This is an optimization exercise on Yosys and OpenROAD, whose aim is small area and a short achievable clock period, not a production implementation.
The RTL was checked by simulation tests, not by an equivalence proof against the original design.
The clock port is modelled as an ideal driver; clocking choices that lean on that would not hold on a real chip.
Power figures rest on the tool's default switching activity, not on a simulated workload.

Setup of build 18:
## IOTDF
module IOTDF( clk, rst, in_en, iot_in, fn_sel, busy, valid, iot_out);
clock: 10.0 ns
lec_check: 0
cap_margin: 20
core_margin: 2
core_utilization: 65
cts_buf_list: sky130_fd_sc_hd__clkbuf_8
cts_cluster_diameter: 60
cts_cluster_size: 18
place_density: 0.75
slew_margin: 20
standard.sh (not shown) runs the stock make flow with config.mk's settings and CLKGATE_MAP_FILE= SYNTH_SCRIPT=/design/flow/synth_recipe.tcl, a recipe that flattens the netlist after the stock synthesis.
==> flow/flow/run.sh <==
#!/bin/bash
# The standard layout, with plain sky130_fd_sc_hd__buf_1 cells as the port buffers
# and timing repair aiming for a larger setup slack than the default.
set -euo pipefail
export BUFFER_PORTS_ARGS="-buffer_cell sky130_fd_sc_hd__buf_1"
export SETUP_SLACK_MARGIN=7.0
bash standard.sh > flow_standard.log 2>&1
Modified inputs, build 58 compared to build 18
Settings: CORE_UTILIZATION: 65 -> 40; CTS_BUF_LIST: sky130_fd_sc_hd__clkbuf_8 -> unset; PLACE_DENSITY: 0.75 -> unset; SETUP_SLACK_MARGIN: unset -> 0.3; CTS_CLUSTER_SIZE: 18 -> unset; CTS_CLUSTER_DIAMETER: 60 -> unset.
==> flow/flow/run.sh <==
#!/bin/bash
# The standard layout, with plain sky130_fd_sc_hd__buf_1 cells as the port buffers.
set -euo pipefail
export BUFFER_PORTS_ARGS="-buffer_cell sky130_fd_sc_hd__buf_1"
bash standard.sh > flow_standard.log 2>&1
Results
Build 58 | stages: all done | timing, DRC, antenna: all pass
Build 58 ended up with more standard cells than build 18.
End-of-flow core utilization for build 58: 33 points down relative to build 18
The run with more setup slack is build 18; build 58 has less.
Build 58 ends up with a total of fill cells in the finished design that is 943 higher than in build 18.
Build 58 vs. build 18: floorplan row count went up by 26%.
#### Input delta (build 28 over build 58)
Settings: putting CTS_CLUSTER_DIAMETER at 50 where nothing was set; putting CTS_BUF_LIST at sky130_fd_sc_hd__clkbuf_8 where nothing was set; putting PLACE_DENSITY at 0.75 where nothing was set; swapping 40 for 65 in CORE_UTILIZATION; putting CTS_CLUSTER_SIZE at 22 where nothing was set.
### Flow results
Diff build 58 -> build 28 | final RePlAce weighted congestion | up by a little under 10%
Per the comparison of build 28 with build 58, number of H-tree branching levels neither gained nor lost much, detailed-route wire length decreased by 45 microns relative to the old numbers, placed wire-length estimate after detailed placement now sits higher.
Worst hold slack, build 28 and build 58: lower on build 58
Relative to build 28, the following input files were edited for build 70:
Settings: CTS_BUF_LIST removed (was sky130_fd_sc_hd__clkbuf_8); CTS_CLUSTER_DIAMETER removed (was 50); CTS_CLUSTER_SIZE removed (was 22); CORE_UTILIZATION changed from 65 to 40; PLACE_DENSITY removed (was 0.75).
==> flow/run.sh (new file) <==
#!/bin/bash
# synth_recipe.tcl (not shown) runs the flow's synth.tcl, then flattens the netlist and writes it again
# the make line also repeats each setting of config.mk as NAME=value (left out here)
make -C /OpenROAD-flow-scripts/flow DESIGN_CONFIG=/design/flow/config.mk WORK_HOME=/design/flow/orfs CLKGATE_MAP_FILE= SYNTH_SCRIPT=/design/flow/synth_recipe.tcl finish
removed: flow/flow/run.sh
removed: flow/standard.sh
## What came out
Build 70: placement-stage worst setup slack is 100 ps lower than what build 28 reported. Against build 28, build 70 comes in about 11% lower on maximum frequency from static timing analysis. Against build 28, build 70 reports a first-pass GRT wire length that is higher. When build 70 is set beside build 28, its power after layout turns out to be about 28% larger. In the flow results for build 70 and build 28, the final worst slack is larger on build 28. Reported for build 70 and build 28, total of plain and repair buffers excluding clock buffers turned out identical to the last digit. Compared with build 28, build 70 shows a count of inserted tapcells that is 85 higher. Changes observed in build 70 relative to build 28: pin count of the biggest net entering global routing now smaller; cell area rose by about 20%.


The RTL this note starts from:
==> flow/design.v <==
`timescale 1ns/10ps
module IOTDF( clk, rst, in_en, iot_in, fn_sel, busy, valid, iot_out);
input          clk;
input          rst;
input          in_en;
input  [7:0]   iot_in;
input  [2:0]   fn_sel;
output         busy;
output         valid;
output [127:0] iot_out;
reg  [127:0] x;         
reg  [127:0] y;         
reg  [2:0]   s3;        
reg          carry;     
reg          r;         
reg          ones;      
reg          copy_r;    
reg          emit_r;    
reg          first_r;   
reg          valid_r;
reg  [3:0]   cnt;       
reg          have;      
reg  [2:0]   pos;       
reg          r0done;    
wire ph0  = (cnt == 4'd0);
wire ph1  = (cnt == 4'd1);
wire ph15 = (cnt == 4'd15);
wire f_mma  = (fn_sel == 3'b001) | (fn_sel == 3'b010) | (fn_sel == 3'b011);
wire f_avg  = (fn_sel == 3'b011);
wire f_ext  = (fn_sel == 3'b100);
wire f_exc  = (fn_sel == 3'b101);
wire f_peak = (fn_sel[2:1] == 2'b11);
wire f_less = (fn_sel == 3'b010) | (fn_sel == 3'b111);
wire [7:0] a = x[127:120];
wire [7:0] b = y[127:120];
wire r_prev = ~ph1 & r;
wire r_next = (a == b) ? r_prev : ((a > b) ^ f_less);
wire ones_next = (a == 8'hFF) & (ph1 | ones);
wire better = r_next;
wire last   = (pos == 3'd7);
wire ge70   = a[7] | (a[6] & a[5] & a[4]);
wire ltAF   = ~a[7] | (~a[6] & (~a[5] | (~a[4] & ~(&a[3:0]))));
wire lt7F   = ~a[7] & ~(&a[6:0]);
wire geC0   = a[7] & a[6];
wire ext_ok = ge70 & (ltAF | ((a == 8'hAF) & ~ones));
wire exc_ok = lt7F | ((a == 8'h7F) & ~ones) | geC0;
wire copy_now = f_ext | f_exc | first_r | better;
wire emit_now = have & ((f_mma & last) |
                        (f_peak & (r0done ? better : last)) |
                        (f_ext & ext_ok) |
                        (f_exc & exc_ok));
wire copy = ph0 ? copy_now : copy_r;
wire       first_in = ~have | last;     
wire [3:0] low    = (s3 & {3{~first_in}}) + x[10:8];
wire [7:0] addend = {x[10:8] & {3{~ph15}}, x[7:3]};
wire [8:0] asum   = (y[7:0] & {8{~first_r}}) + addend + carry;
wire sel_a = f_avg;
wire sel_x = ~f_avg & copy;
wire sel_y = ~f_avg & ~copy;
wire [7:0] yin = (asum[7:0] & {8{sel_a}}) | (x[7:0] & {8{sel_x}}) | (y[7:0] & {8{sel_y}});
assign busy    = 1'b0;
assign valid   = valid_r;
assign iot_out = y;
always @(posedge clk) begin
	x <= {iot_in, x[127:8]};
	y <= {yin, y[127:8]};
	r <= r_next;
	ones <= ones_next;
	if (ph15) begin
		carry   <= low[3];
		s3      <= low[2:0];
		first_r <= have ? (last & ~f_peak) : ((pos == 3'd0) & ~(f_peak & r0done));
	end
	else
		carry <= asum[8];
	if (ph0) begin
		copy_r <= copy_now;
		emit_r <= emit_now;
	end
end
always @(posedge clk or posedge rst) begin
	if (rst) begin
		valid_r <= 1'b0;
		cnt     <= 4'd0;
		have    <= 1'b0;
		pos     <= 3'd0;
		r0done  <= 1'b0;
	end
	else begin
		valid_r <= ph15 & emit_r;
		if (in_en | have | ~ph0)
			cnt <= cnt + 4'd1;
		if (ph15) begin
			have <= in_en;
			if (have) begin
				pos <= pos + 3'd1;
				if (last)
					r0done <= 1'b1;
			end
		end
	end
end
endmodule
clock: 10.0 ns
lec_check: 0
abc_area: 1
cap_margin: 20
core_margin: 2
core_utilization: 65
cts_buf_list: sky130_fd_sc_hd__clkbuf_8
cts_cluster_diameter: 60
cts_cluster_size: 18
place_density: 0.75
slew_margin: 20
==> flow/flow/run.sh <==
#!/bin/bash
# The standard layout, with these changes:
#  - plain sky130_fd_sc_hd__buf_1 cells as the port buffers;
#  - timing repair aims at a period of 10 - SETUP_SLACK_MARGIN ns, and runs
#    after global routing only, once the clock tree has its final form.
set -euo pipefail
here=$(pwd)
export BUFFER_PORTS_ARGS="-buffer_cell sky130_fd_sc_hd__buf_1"
export POST_CTS_TCL="$here/flow/post_cts.tcl"
export SKIP_CTS_REPAIR_TIMING=1
export SETUP_SLACK_MARGIN=7.1
bash standard.sh > flow_standard.log 2>&1
Other scripts of this flow, unchanged in this note and not shown: flow/flow/post_cts.tcl, flow/flow/reroot.tcl
The first run completed with no timing, DRC or antenna violations.
Then changed:
--- a/flow/flow/run.sh
+++ b/flow/flow/run.sh
@@ -9,4 +9,4 @@
 export POST_CTS_TCL="$here/flow/post_cts.tcl"
 export SKIP_CTS_REPAIR_TIMING=1
-export SETUP_SLACK_MARGIN=7.1
+export SETUP_SLACK_MARGIN=7.0
 bash standard.sh > flow_standard.log 2>&1
The new run completed with no timing, DRC or antenna violations.
Fmax drops by 1.3%.
Final area drops by about 0.3%.
Routed wire length drops by 3.1%.
Hold slack gets better by 4.2 ps.
First-iteration DRC count climbs by 2.5%.

[port drivers added, routing unchanged]
Ports are ideal in the flow. The routed layouts listed here were re-timed in OpenROAD. Step 1 assumes that a clkbuf_16 drives the clock port and a buf_2 every other input. Step 2 adds t to the input delays and takes it off the output delays; t is the mean of the earliest and latest rising clock arrival at the registers after step 1. Input paths then give back, and output paths get back, about the clock's delay inside the block. Three values: ideal, step 1, step 2; two values: the first two.
| run | t, ns | slack for setup (ns) | clock arrival spread, ns |
|---|---|---|---|
| build 18 | 0.536 | 6.989 / 6.952 / 7.120 | 0.017 / 0.016 |
| build 58 | 0.554 | 6.845 / 6.801 / 6.953 | 0.022 / 0.022 |
| build 28 | 0.528 | 6.836 / 6.801 / 6.962 | 0.034 / 0.035 |
| build 70 | 0.545 | 6.448 / 6.406 / 6.911 | 0.010 / 0.010 |
| the first run of note 2 | 0.375 | 7.099 / 7.032 / 6.782 | 0.034 / 0.034 |
| the second run of note 2 | 0.374 | 7.061 / 6.978 / 6.797 | 0.017 / 0.018 |
After both steps every run listed still meets setup and hold. For the first run of note 2, which loses most, drivers alone change the setup slack by -0.067 ns; drivers and shift together by -0.317 ns.
